What follows belongs to an exercise in optimizing a design on an open flow for small area; a production flow would make more cautious choices.
In this exercise RTL edits were held to simulation tests only and were not proved equivalent to the original.
Power is estimated from default activity; no workload was simulated.

==> flow/design.v <==
module uart_top(
    input           clk       ,
    input           rst_n     ,
    output  [13:0]  rom_addr  ,       
    input   [7:0]   rom_data  ,       
    output          uart_txd  ,
    output          led
    );
    reg  [3:0]  cyc;      
    reg  [3:0]  slot;     
    reg  [14:0] b;        
    reg  [10:0] acc;      
    reg         s1, s2;   
    wire done = (b == 15'h3ffd);
    wire win  = slot[3];             
    wire [4:0]  tc;              
    wire [4:0]  ts;              
    wire [15:0] tb;              
    wire [3:0]  nc, ns;
    wire [14:0] nb;
    assign tc[0] = 1'b1;
    assign ts[0] = tc[4];        
    assign tb[0] = tc[4] & ~slot[3] & slot[2] & slot[1] & slot[0] & ~done;
    genvar i;
    generate for (i = 0; i < 4; i = i + 1) begin : g_cnt
        assign nc[i]   = cyc[i] ^ tc[i];
        assign tc[i+1] = cyc[i] & tc[i];
        assign ns[i]   = slot[i] ^ ts[i];
        assign ts[i+1] = slot[i] & ts[i];
    end endgenerate
    generate for (i = 0; i < 15; i = i + 1) begin : g_b
        assign nb[i]   = b[i] ^ tb[i];
        assign tb[i+1] = b[i] & tb[i];
    end endgenerate
    wire wrap = ts[0] & slot[3] & slot[1] & slot[0];    
    always @(posedge clk or negedge rst_n) begin
        if (!rst_n) begin
            cyc  <= 4'd0;
            slot <= 4'd8;
            b    <= 15'h7ffd;
        end
        else begin
            cyc  <= nc;
            slot <= wrap ? 4'd0 : ns;
            b    <= nb;
        end
    end
    wire [2:0] k  = cyc[3:1];
    wire [1:0] u  = {k[1] & k[0], k[1] ^ k[0]};
    wire [1:0] lo = slot[0] ? {~k[2], 1'b0} : u;
    wire [1:0] hi = slot[0] ? u : {k[2], 1'b0};
    wire [13:0] ob = {5'd0, hi, 5'd0, lo};
    wire [14:0] ac;
    wire [13:0] adr;
    assign ac[0] = 1'b0;
    generate for (i = 0; i < 14; i = i + 1) begin : g_adr
        assign adr[i]  = b[i] ^ ob[i] ^ ac[i];
        assign ac[i+1] = (b[i] & ob[i]) | (ac[i] & (b[i] ^ ob[i]));
    end endgenerate
    wire valid = b[14] ? ac[2] : ~ac[14];
    assign rom_addr = adr;
    wire add   = win & cyc[0] & valid;
    wire first = win & (cyc == 4'd1);
    wire clr   = first & ~(slot[1] & slot[0]);    
    wire flip  = slot[1] & (slot[0] ? s2 : s1);   
    wire sub   = k[2] ^ flip;
    wire [7:0]  op   = rom_data & {8{add}};
    wire [10:0] opx  = {3'b000, op} ^ {11{sub}};
    wire [10:0] base = acc & {11{~clr}};
    wire [11:0] cc;
    wire [10:0] sum;
    assign cc[0] = sub;
    generate for (i = 0; i < 11; i = i + 1) begin : g_acc
        assign sum[i]  = base[i] ^ opx[i] ^ cc[i];
        assign cc[i+1] = (base[i] & opx[i]) | (cc[i] & (base[i] ^ opx[i]));
    end endgenerate
    always @(posedge clk) begin
        acc <= sum;
        if (first & ~slot[1] & slot[0])
            s1 <= acc[10];                
        if (first & slot[1] & ~slot[0])
            s2 <= acc[10];                
    end
    wire [7:0] tb8 = acc[8:1];
    wire sat   = acc[10] | acc[9];
    wire low = ~sat & (acc[8:1] < 8'd50);
    wire dbit  = sat | (~low & tb8[slot[2:0]]);
    assign uart_txd = done | (win ? ~(slot[1] & slot[0]) : dbit);
    assign led = done;
endmodule
export LEC_CHECK = 0
export CAP_MARGIN = 20
export CORE_MARGIN = 2
export CORE_UTILIZATION = 40
export SLEW_MARGIN = 20
create_clock -name core_clock -period 10.0 [get_ports {clk}]
standard.sh (not shown) runs the stock make flow with config.mk's settings and CLKGATE_MAP_FILE= SYNTH_SCRIPT=/design/flow/synth_recipe.tcl, a recipe that flattens the netlist after the stock synthesis.
==> flow/flow/run.sh <==
#!/bin/bash
# Own layout flow: the standard flow (standard.sh) with
#  - port buffers of the smallest buffer cell (buf_1) instead of the
#    resizer's default choice,
#  - a clock tree of clkbuf_4 cells without dummy load cells,
#  - every combinational cell set to its smallest drive strength after
#    synthesis (downsize.tcl, run at the end of floorplan); the later
#    repair steps upsize where timing or slew needs it.
# The make output goes to flow.log here; each ORFS step keeps its own log
# under orfs/logs/.
set -euo pipefail
HERE=$(cd "$(dirname "${BASH_SOURCE[0]}")" && pwd)
export BUFFER_PORTS_ARGS="-buffer_cell sky130_fd_sc_hd__buf_1"
export CTS_ARGS="-sink_clustering_enable -repair_clock_nets -dont_use_dummy_load -buf_list sky130_fd_sc_hd__clkbuf_4 -root_buf sky130_fd_sc_hd__clkbuf_4"
export POST_FLOORPLAN_TCL="$HERE/downsize.tcl"
bash standard.sh "$@" > flow.log 2>&1
==> flow/flow/downsize.tcl <==
# Swap every combinational cell to the smallest drive strength of its
# family; later repair steps upsize again where timing needs it.
set db [ord::get_db]
set block [ord::get_db_block]
set n 0
foreach inst [$block getInsts] {
  set m [$inst getMaster]
  set name [$m getName]
  if {![regexp {^(sky130_fd_sc_hd__[a-z0-9]+)_([0-9]+)$} $name -> base sz]} { continue }
  if {[regexp {__(df|dl|sdf|edf|sedf|clk|tap|fill|decap|conb|diode)} $base]} { continue }
  set best $m
  foreach s {0 1 2} {
    set c [$db findMaster ${base}_$s]
    if {$c != "NULL" && [$c getWidth] < [$best getWidth]} { set best $c }
  }
  if {$best != $m} {
    $inst swapMaster $best
    incr n
  }
}
puts "downsize: swapped $n cells"
Rerun with:
==> flow/design.v (replaced) <==
module uart_top(
    input           clk       ,
    input           rst_n     ,
    output  [13:0]  rom_addr  ,       
    input   [7:0]   rom_data  ,       
    output          uart_txd  ,
    output          led
    );
    reg  [3:0]  cyc;      
    reg  [3:0]  slot;     
    reg  [14:0] b;        
    reg  [10:0] acc;      
    reg         s1, s2;   
    wire done = ~b[14] & (&b[13:2]) & b[0];
    wire win  = ~slot[3];            
    wire [4:0]  tc;
    wire [4:0]  ts;
    wire [15:0] tb;
    wire [3:0]  nc, ns;
    wire [14:0] nb;
    assign tc[0] = 1'b1;
    assign ts[0] = tc[4];
    assign tb[0] = ts[4] & ~done;
    genvar i;
    generate for (i = 0; i < 4; i = i + 1) begin : g_cnt
        assign nc[i]   = cyc[i] ^ tc[i];
        assign tc[i+1] = cyc[i] & tc[i];
        assign ns[i]   = slot[i] ^ ts[i];
        assign ts[i+1] = slot[i] & ts[i];
    end endgenerate
    generate for (i = 0; i < 15; i = i + 1) begin : g_b
        assign nb[i]   = b[i] ^ tb[i];
        assign tb[i+1] = b[i] & tb[i];
    end endgenerate
    always @(posedge clk or negedge rst_n) begin
        if (!rst_n) begin
            cyc  <= 4'd0;
            slot <= 4'd4;
            b    <= 15'h7ffd;
        end
        else begin
            cyc  <= nc;
            slot <= {ns[3], ns[2] | ts[4], ns[1:0]};
            b    <= nb;
        end
    end
    wire [2:0] k  = cyc[3:1];
    wire [1:0] u  = {k[1] & k[0], k[1] ^ k[0]};
    wire [1:0] lo = slot[0] ? {~k[2], 1'b0} : u;
    wire [1:0] hi = slot[0] ? u : {k[2], 1'b0};
    wire [13:0] ob = {5'd0, hi, 5'd0, lo};
    wire [14:0] ac;
    wire [13:0] adr;
    assign ac[0] = 1'b0;
    generate for (i = 0; i < 14; i = i + 1) begin : g_adr
        assign adr[i]  = b[i] ^ ob[i] ^ ac[i];
        assign ac[i+1] = (b[i] & ob[i]) | (ac[i] & (b[i] ^ ob[i]));
    end endgenerate
    wire valid = b[14] ? ac[2] : ~ac[14];
    assign rom_addr = adr;
    wire add   = win & cyc[0] & valid;
    wire start = win & (cyc == 4'd0);
    wire clr   = start & ~(slot[1] & slot[0]);
    wire flip  = slot[1] & (slot[0] ? s2 : s1);   
    wire sub   = k[2] ^ flip;
    wire [7:0]  op   = rom_data & {8{add}};
    wire [10:0] opx  = {3'b000, op} ^ {11{sub}};
    wire [11:0] cc;
    wire [10:0] sum;
    assign cc[0] = sub;
    generate for (i = 0; i < 11; i = i + 1) begin : g_acc
        assign sum[i]  = acc[i] ^ opx[i] ^ cc[i];
        assign cc[i+1] = (acc[i] & opx[i]) | (cc[i] & (acc[i] ^ opx[i]));
    end endgenerate
    always @(posedge clk) begin
        acc <= sum & {11{~clr}};
        if (start & ~slot[1] & slot[0])
            s1 <= acc[10];                
        if (start & slot[1] & ~slot[0])
            s2 <= acc[10];                
    end
    wire [7:0] t8  = acc[8:1];
    wire sat  = acc[10] | acc[9];
    wire dbit = sat | (~(t8 < 8'd50) & t8[slot[2:0]]);
    assign uart_txd = done | (win ? ~(slot[1] & slot[0]) : dbit);
    assign led = done;
endmodule
- The changed run finished with timing, DRC and antenna clean
- total power increases by 66%
- wire length went up by 3.1%
- register-to-register slack got worse by 0.26 ns
- synthesized cell count fell by 8.9%
- die area goes down by 1.5%
- cell area goes down by 1.6%
- clock-buffer cell count is unchanged

========
Setup of v6:
uart_top, a different RTL version from the one above (not shown whole).
Size in the first run: ~36 flip-flops, ~26 I/O pins, roughly 2000 sq um of cells after synthesis.
==> module uart_top, before the edit <==
module uart_top(
    input           clk       ,
    input           rst_n     ,
    output  [13:0]  rom_addr  ,       
    input   [7:0]   rom_data  ,       
    output          uart_txd  ,
    output          led
    );
    reg  [3:0]  cyc;      
    reg  [3:0]  slot;     
    reg  [14:0] b;        
    reg  [10:0] acc;      
    reg         s1, s2;   
    wire done = ~b[14] & (&b[13:2]) & b[0];
    wire win  = ~slot[3];            
    wire [4:0]  tc;
    wire [4:0]  ts;
    wire [15:0] tb;
    wire [3:0]  nc, ns;
    wire [14:0] nb;
    assign tc[0] = 1'b1;
    assign ts[0] = tc[4];
    assign tb[0] = ts[4] & ~done;
    genvar i;
    generate for (i = 0; i < 4; i = i + 1) begin : g_cnt
        assign nc[i]   = cyc[i] ^ tc[i];
        assign tc[i+1] = cyc[i] & tc[i];
        assign ns[i]   = slot[i] ^ ts[i];
        assign ts[i+1] = slot[i] & ts[i];
    end endgenerate
    generate for (i = 0; i < 15; i = i + 1) begin : g_b
        assign nb[i]   = b[i] ^ tb[i];
        assign tb[i+1] = b[i] & tb[i];
    end endgenerate
    always @(posedge clk or negedge rst_n) begin
        if (!rst_n) begin
            cyc  <= 4'd0;
            slot <= 4'd4;
            b    <= 15'h7ffd;
        end
        else begin
            cyc  <= nc;
            slot <= {ns[3], ns[2] | ts[4], ns[1:0]};
            b    <= nb;
        end
    end
    wire [2:0] k  = cyc[3:1];
    wire [1:0] u  = {k[1] & k[0], k[1] ^ k[0]};
    wire [1:0] lo = slot[0] ? {~k[2], 1'b0} : u;
    wire [1:0] hi = slot[0] ? u : {k[2], 1'b0};
    wire [13:0] ob = {5'd0, hi, 5'd0, lo};
    wire [14:0] ac;
    wire [13:0] adr;
    assign ac[0] = 1'b0;
    generate for (i = 0; i < 14; i = i + 1) begin : g_adr
        assign adr[i]  = b[i] ^ ob[i] ^ ac[i];
        assign ac[i+1] = (b[i] & ob[i]) | (ac[i] & (b[i] ^ ob[i]));
    end endgenerate
    wire valid = b[14] ? ac[2] : ~ac[14];
    assign rom_addr = adr;
    wire add   = win & cyc[0] & valid;
    wire start = win & (cyc == 4'd0);
    wire clr   = start & ~(slot[1] & slot[0]);
    wire flip  = slot[1] & (slot[0] ? s1 : s2);   
    wire sub   = k[2] ^ flip;
    wire [7:0]  op   = rom_data & {8{add}};
    wire [10:0] opx  = {3'b000, op} ^ {11{sub}};
    wire [11:0] cc;
    wire [10:0] sum;
    assign cc[0] = sub;
    generate for (i = 0; i < 11; i = i + 1) begin : g_acc
        assign sum[i]  = acc[i] ^ opx[i] ^ cc[i];
        assign cc[i+1] = (acc[i] & opx[i]) | (cc[i] & (acc[i] ^ opx[i]));
    end endgenerate
    always @(posedge clk) begin
        acc <= sum & {11{~clr}};
        if (start & (slot[1] ^ slot[0])) begin
            s1 <= acc[10];                
            s2 <= s1;                     
        end
    end
    wire [7:0] t8  = acc[8:1];
    wire sat  = acc[10] | acc[9];
    wire dbit = sat | (~(t8 < 8'd50) & t8[slot[2:0]]);
    assign uart_txd = done | (win ? ~(slot[1] & slot[0]) : dbit);
    assign led = done;
endmodule
clock: 10.0 ns
lec_check: 0
cap_margin: 20
core_margin: 2
core_utilization: 40
gpl_timing_driven: 0
slew_margin: 20
==> flow/flow/run.sh <==
#!/bin/bash
# Own layout flow: the standard flow (standard.sh) with
#  - synthesis by the standard flow's own script (synth_recipe.tcl), with one change:
#    ABC maps the combinational logic with an area-oriented script
#    (area.abc) instead of the delay-oriented one (synth_area.tcl).
#    Registers are untouched by ABC, so they are the standard synthesis's.
#  - port buffers of the smallest buffer cell (buf_1) instead of the
#    resizer's default choice,
#  - a clock tree of clkbuf_4 cells without dummy load cells,
#  - every combinational cell set to its smallest drive strength after
#    synthesis (downsize.tcl, run at the end of floorplan); the later
#    repair steps upsize where timing or slew needs it.
# The make output goes to flow.log here; each ORFS step keeps its own log
# under orfs/logs/.
set -euo pipefail
HERE=$(cd "$(dirname "${BASH_SOURCE[0]}")" && pwd)
WORK=$(pwd)
export FLOW_SYNTH_TCL="$WORK/synth_recipe.tcl"
export FLOW_AREA_ABC="$HERE/area.abc"
export BUFFER_PORTS_ARGS="-buffer_cell sky130_fd_sc_hd__buf_1"
export CTS_ARGS="-sink_clustering_enable -repair_clock_nets -dont_use_dummy_load -buf_list sky130_fd_sc_hd__clkbuf_4 -root_buf sky130_fd_sc_hd__clkbuf_4"
export POST_FLOORPLAN_TCL="$HERE/downsize.tcl"
bash standard.sh SYNTH_SCRIPT="$HERE/synth_area.tcl" "${@:-finish}" > flow.log 2>&1
==> flow/flow/area.abc <==
&get -n
&st
&dch -f
&nf -a -R 1000
&put
==> flow/flow/synth_area.tcl <==
# The standard synthesis script (synth_recipe.tcl in the folder the flow
# runs in, named by FLOW_SYNTH_TCL), unchanged except that ABC maps the
# logic with an area-oriented script (FLOW_AREA_ABC) instead of the
# delay-oriented one. ABC maps combinational logic only: the registers
# are the standard synthesis's.
proc abc {args} {
  set i [lsearch -exact $args -script]
  if {$i >= 0} {
    set args [lreplace $args [expr {$i + 1}] [expr {$i + 1}] $::env(FLOW_AREA_ABC)]
  }
  puts "area abc: abc $args"
  yosys abc {*}$args
}
source $::env(FLOW_SYNTH_TCL)
Scripts as last shown in full above: flow/flow/downsize.tcl
v6 did not stop at any stage, and its layout met the timing, DRC and antenna checks.
## Diff of input files: v7 against v6
--- a/flow/design.v
+++ b/flow/design.v
@@ -62,5 +62,5 @@
     wire start = win & (cyc == 4'd0);
     wire clr   = start & ~(slot[1] & slot[0]);
-    wire flip  = slot[1] & (slot[0] ? s1 : s2);   
+    wire flip  = slot[1] & (slot[0] ? s2 : s1);   
     wire sub   = k[2] ^ flip;
     wire [7:0]  op   = rom_data & {8{add}};
@@ -75,8 +75,8 @@
     always @(posedge clk) begin
         acc <= sum & {11{~clr}};
-        if (start & (slot[1] ^ slot[0])) begin
+        if (start & ~slot[1] & slot[0])
             s1 <= acc[10];                
-            s2 <= s1;                     
-        end
+        if (start & slot[1] & ~slot[0])
+            s2 <= acc[10];                
     end
     wire [7:0] t8  = acc[8:1];
Findings:
v6 completed end to end with timing, DRC and antenna clean.
v7 went all the way through the flow, and no timing, DRC or antenna check failed.
Going from v6 to v7, maximum level of the CTS H-tree has remained practically unchanged, clock skew saw a decrease, final weighted congestion in routability-driven placement now sits higher.
Looking at clock period minus final worst setup slack across v6 and v7, the one that comes out lower is v6.
[compare] base=v6 new=v7: sum of net half-perimeters after detailed placement climbed 44 um, required time of the critical path climbed 0.04 ns, proportion of synthesized flip-flops having asynchronous set or reset barely changed.
Compared with v6, v7 shows a lower share of layout cells above drive strength 1.
Higher sequential share of power among v6 and v7: v6

========
Setup of blue:
Another version of the RTL of uart_top (not shown whole).
Size: ~36 flip-flops.
==> module uart_top, before the edit <==
module uart_top(
    input           clk       ,
    input           rst_n     ,
    output  [13:0]  rom_addr  ,       
    input   [7:0]   rom_data  ,       
    output          uart_txd  ,
    output          led
    );
    reg  [3:0]  cyc;      
    reg  [3:0]  slot;     
    reg  [14:0] p;        
    reg  [10:0] acc;      
    reg         s1, s2;   
    wire done = p[14];
    wire win  = slot[3];             
    always @(posedge clk or negedge rst_n) begin
        if (!rst_n) begin
            cyc  <= 4'd0;
            slot <= 4'd8;
            p    <= 15'd0;
        end
        else begin
            cyc <= cyc + 1'b1;
            if (&cyc) begin
                slot <= (slot[3] & slot[1] & slot[0]) ? 4'd0 : slot + 1'b1;
                if (slot == 4'd7 && !done)
                    p <= p + 1'b1;
            end
        end
    end
    wire [2:0] k  = cyc[3:1];
    wire [1:0] u  = {k[1] & k[0], k[1] ^ k[0]};
    wire [1:0] lo = slot[0] ? {~k[2], 1'b0} : u;
    wire [1:0] hi = slot[0] ? u : {k[2], 1'b0};
    wire [14:0] col = {1'b0, p[13:0]} + {13'h1fff, lo + 2'd1};
    wire [14:0] adr = {1'b0, col[13:0]} + {6'd0, hi, 7'd0};
    wire        valid = ~col[14] & ~adr[14];
    assign rom_addr = adr[13:0];
    wire add   = win & cyc[0] & valid;
    wire first = win & (cyc == 4'd1);
    wire clr   = first & ~(slot[1] & slot[0]);    
    wire flip  = slot[1] & (slot[0] ? s2 : s1);   
    wire sub   = k[2] ^ flip;
    wire [7:0]  op   = rom_data & {8{add}};
    wire [10:0] opx  = {3'b000, op} ^ {11{sub}};
    wire [10:0] base = acc & {11{~clr}};
    wire [11:0] sum  = {base, 1'b1} + {opx, sub};
    always @(posedge clk) begin
        acc <= sum[11:1];
        if (first & ~slot[1] & slot[0])
            s1 <= acc[10];                
        if (first & slot[1] & ~slot[0])
            s2 <= acc[10];                
    end
    wire [7:0] tb8 = acc[8:1];
    wire sat   = acc[10] | acc[9];
    wire low = ~sat & (acc[8:1] < 8'd50);
    wire dbit  = sat | (~low & tb8[slot[2:0]]);
    assign uart_txd = done | (win ? ~(slot[1] & slot[0]) : dbit);
    assign led = done;
endmodule
make LEC_CHECK=0 CAP_MARGIN=20 CORE_MARGIN=2 CORE_UTILIZATION=40 SLEW_MARGIN=20 finish   # period 10.0 ns
run.sh (not shown) runs the stock make flow with config.mk's settings and CLKGATE_MAP_FILE= SYNTH_SCRIPT=/design/flow/synth_recipe.tcl, a recipe that flattens the netlist after the stock synthesis.
Stock flow here: none of the scripts above is used.
What green does differently from blue at the input level:
==> flow/design.v <==
module uart_top(
    input           clk       ,
    input           rst_n     ,
    output  [13:0]  rom_addr  ,       
    input   [7:0]   rom_data  ,       
    output          uart_txd  ,
    output          led
    );
    reg  [3:0]  cyc;      
    reg  [3:0]  slot;     
    reg  [14:0] b;        
    reg  [10:0] acc;      
    reg         s1, s2;   
    wire done = (b == 15'h3ffd);
    wire win  = slot[3];             
    always @(posedge clk or negedge rst_n) begin
        if (!rst_n) begin
            cyc  <= 4'd0;
            slot <= 4'd8;
            b    <= 15'h7ffd;
        end
        else begin
            cyc <= cyc + 1'b1;
            if (&cyc) begin
                slot <= (slot[3] & slot[1] & slot[0]) ? 4'd0 : slot + 1'b1;
                if (slot == 4'd7 && !done)
                    b <= b + 1'b1;
            end
        end
    end
    wire [2:0] k  = cyc[3:1];
    wire [1:0] u  = {k[1] & k[0], k[1] ^ k[0]};
    wire [1:0] lo = slot[0] ? {~k[2], 1'b0} : u;
    wire [1:0] hi = slot[0] ? u : {k[2], 1'b0};
    wire [13:0] ob = {5'd0, hi, 5'd0, lo};
    wire [14:0] ac;
    wire [13:0] adr;
    assign ac[0] = 1'b0;
    genvar i;
    generate for (i = 0; i < 14; i = i + 1) begin : g_adr
        assign adr[i]  = b[i] ^ ob[i] ^ ac[i];
        assign ac[i+1] = (b[i] & ob[i]) | (ac[i] & (b[i] ^ ob[i]));
    end endgenerate
    wire valid = b[14] ? ac[2] : ~ac[14];
    assign rom_addr = adr;
    wire add   = win & cyc[0] & valid;
    wire first = win & (cyc == 4'd1);
    wire clr   = first & ~(slot[1] & slot[0]);    
    wire flip  = slot[1] & (slot[0] ? s2 : s1);   
    wire sub   = k[2] ^ flip;
    wire [7:0]  op   = rom_data & {8{add}};
    wire [10:0] opx  = {3'b000, op} ^ {11{sub}};
    wire [10:0] base = acc & {11{~clr}};
    wire [11:0] cc;
    wire [10:0] sum;
    assign cc[0] = sub;
    generate for (i = 0; i < 11; i = i + 1) begin : g_acc
        assign sum[i]  = base[i] ^ opx[i] ^ cc[i];
        assign cc[i+1] = (base[i] & opx[i]) | (cc[i] & (base[i] ^ opx[i]));
    end endgenerate
    always @(posedge clk) begin
        acc <= sum;
        if (first & ~slot[1] & slot[0])
            s1 <= acc[10];                
        if (first & slot[1] & ~slot[0])
            s2 <= acc[10];                
    end
    wire [7:0] tb8 = acc[8:1];
    wire sat   = acc[10] | acc[9];
    wire low = ~sat & (acc[8:1] < 8'd50);
    wire dbit  = sat | (~low & tb8[slot[2:0]]);
    assign uart_txd = done | (win ? ~(slot[1] & slot[0]) : dbit);
    assign led = done;
endmodule
In green the share of post-route cells with drive strength above 1 turned out 6.5 points higher than in blue. Taking green over blue, the final standard cell count with taps included and fillers excluded ratio works out to 0.838. Placed instance area, blue and green: larger value in blue. Against blue, wire length on met2 in green fell by more than 10%. Portion of total power attributed to the clock network ends up higher on green. The post-layout minimum cycle time of green exceeds that of blue by 2.51 ns.

port drivers added, routing unchanged:
The results above use ideal ports. As a check the final layouts listed here were re-extracted and re-timed, cells and wires unchanged.
Step 1: set_driving_cell puts a clkbuf_16 on clk and a buf_2 on each other input, an assumption about the parent block.
Step 2 times the ports against the registers' clock, not the clock port: input delays grow and output delays shrink by t, the midpoint of the rising clock arrivals with the driver on.
Slacks: no drivers / after step 1 / after step 2; pairs: no drivers / after step 1.
run	t (ns)	setup WS [ns]	worst slew at a driven data input, ns
the first run of note 1	0.347	1.292 / 1.292 / 1.292	0.03
the second run of note 1	0.345	1.029 / 1.029 / 1.029	0.04
v6	0.352	0.977 / 0.977 / 0.977	0.03
v7	0.347	0.901 / 0.901 / 0.901	0.04
blue	0.320	3.807 / 3.780 / 4.100	0.03
green	0.317	1.300 / 1.300 / 1.300	0.03
After both steps setup and hold are still met in every run listed.
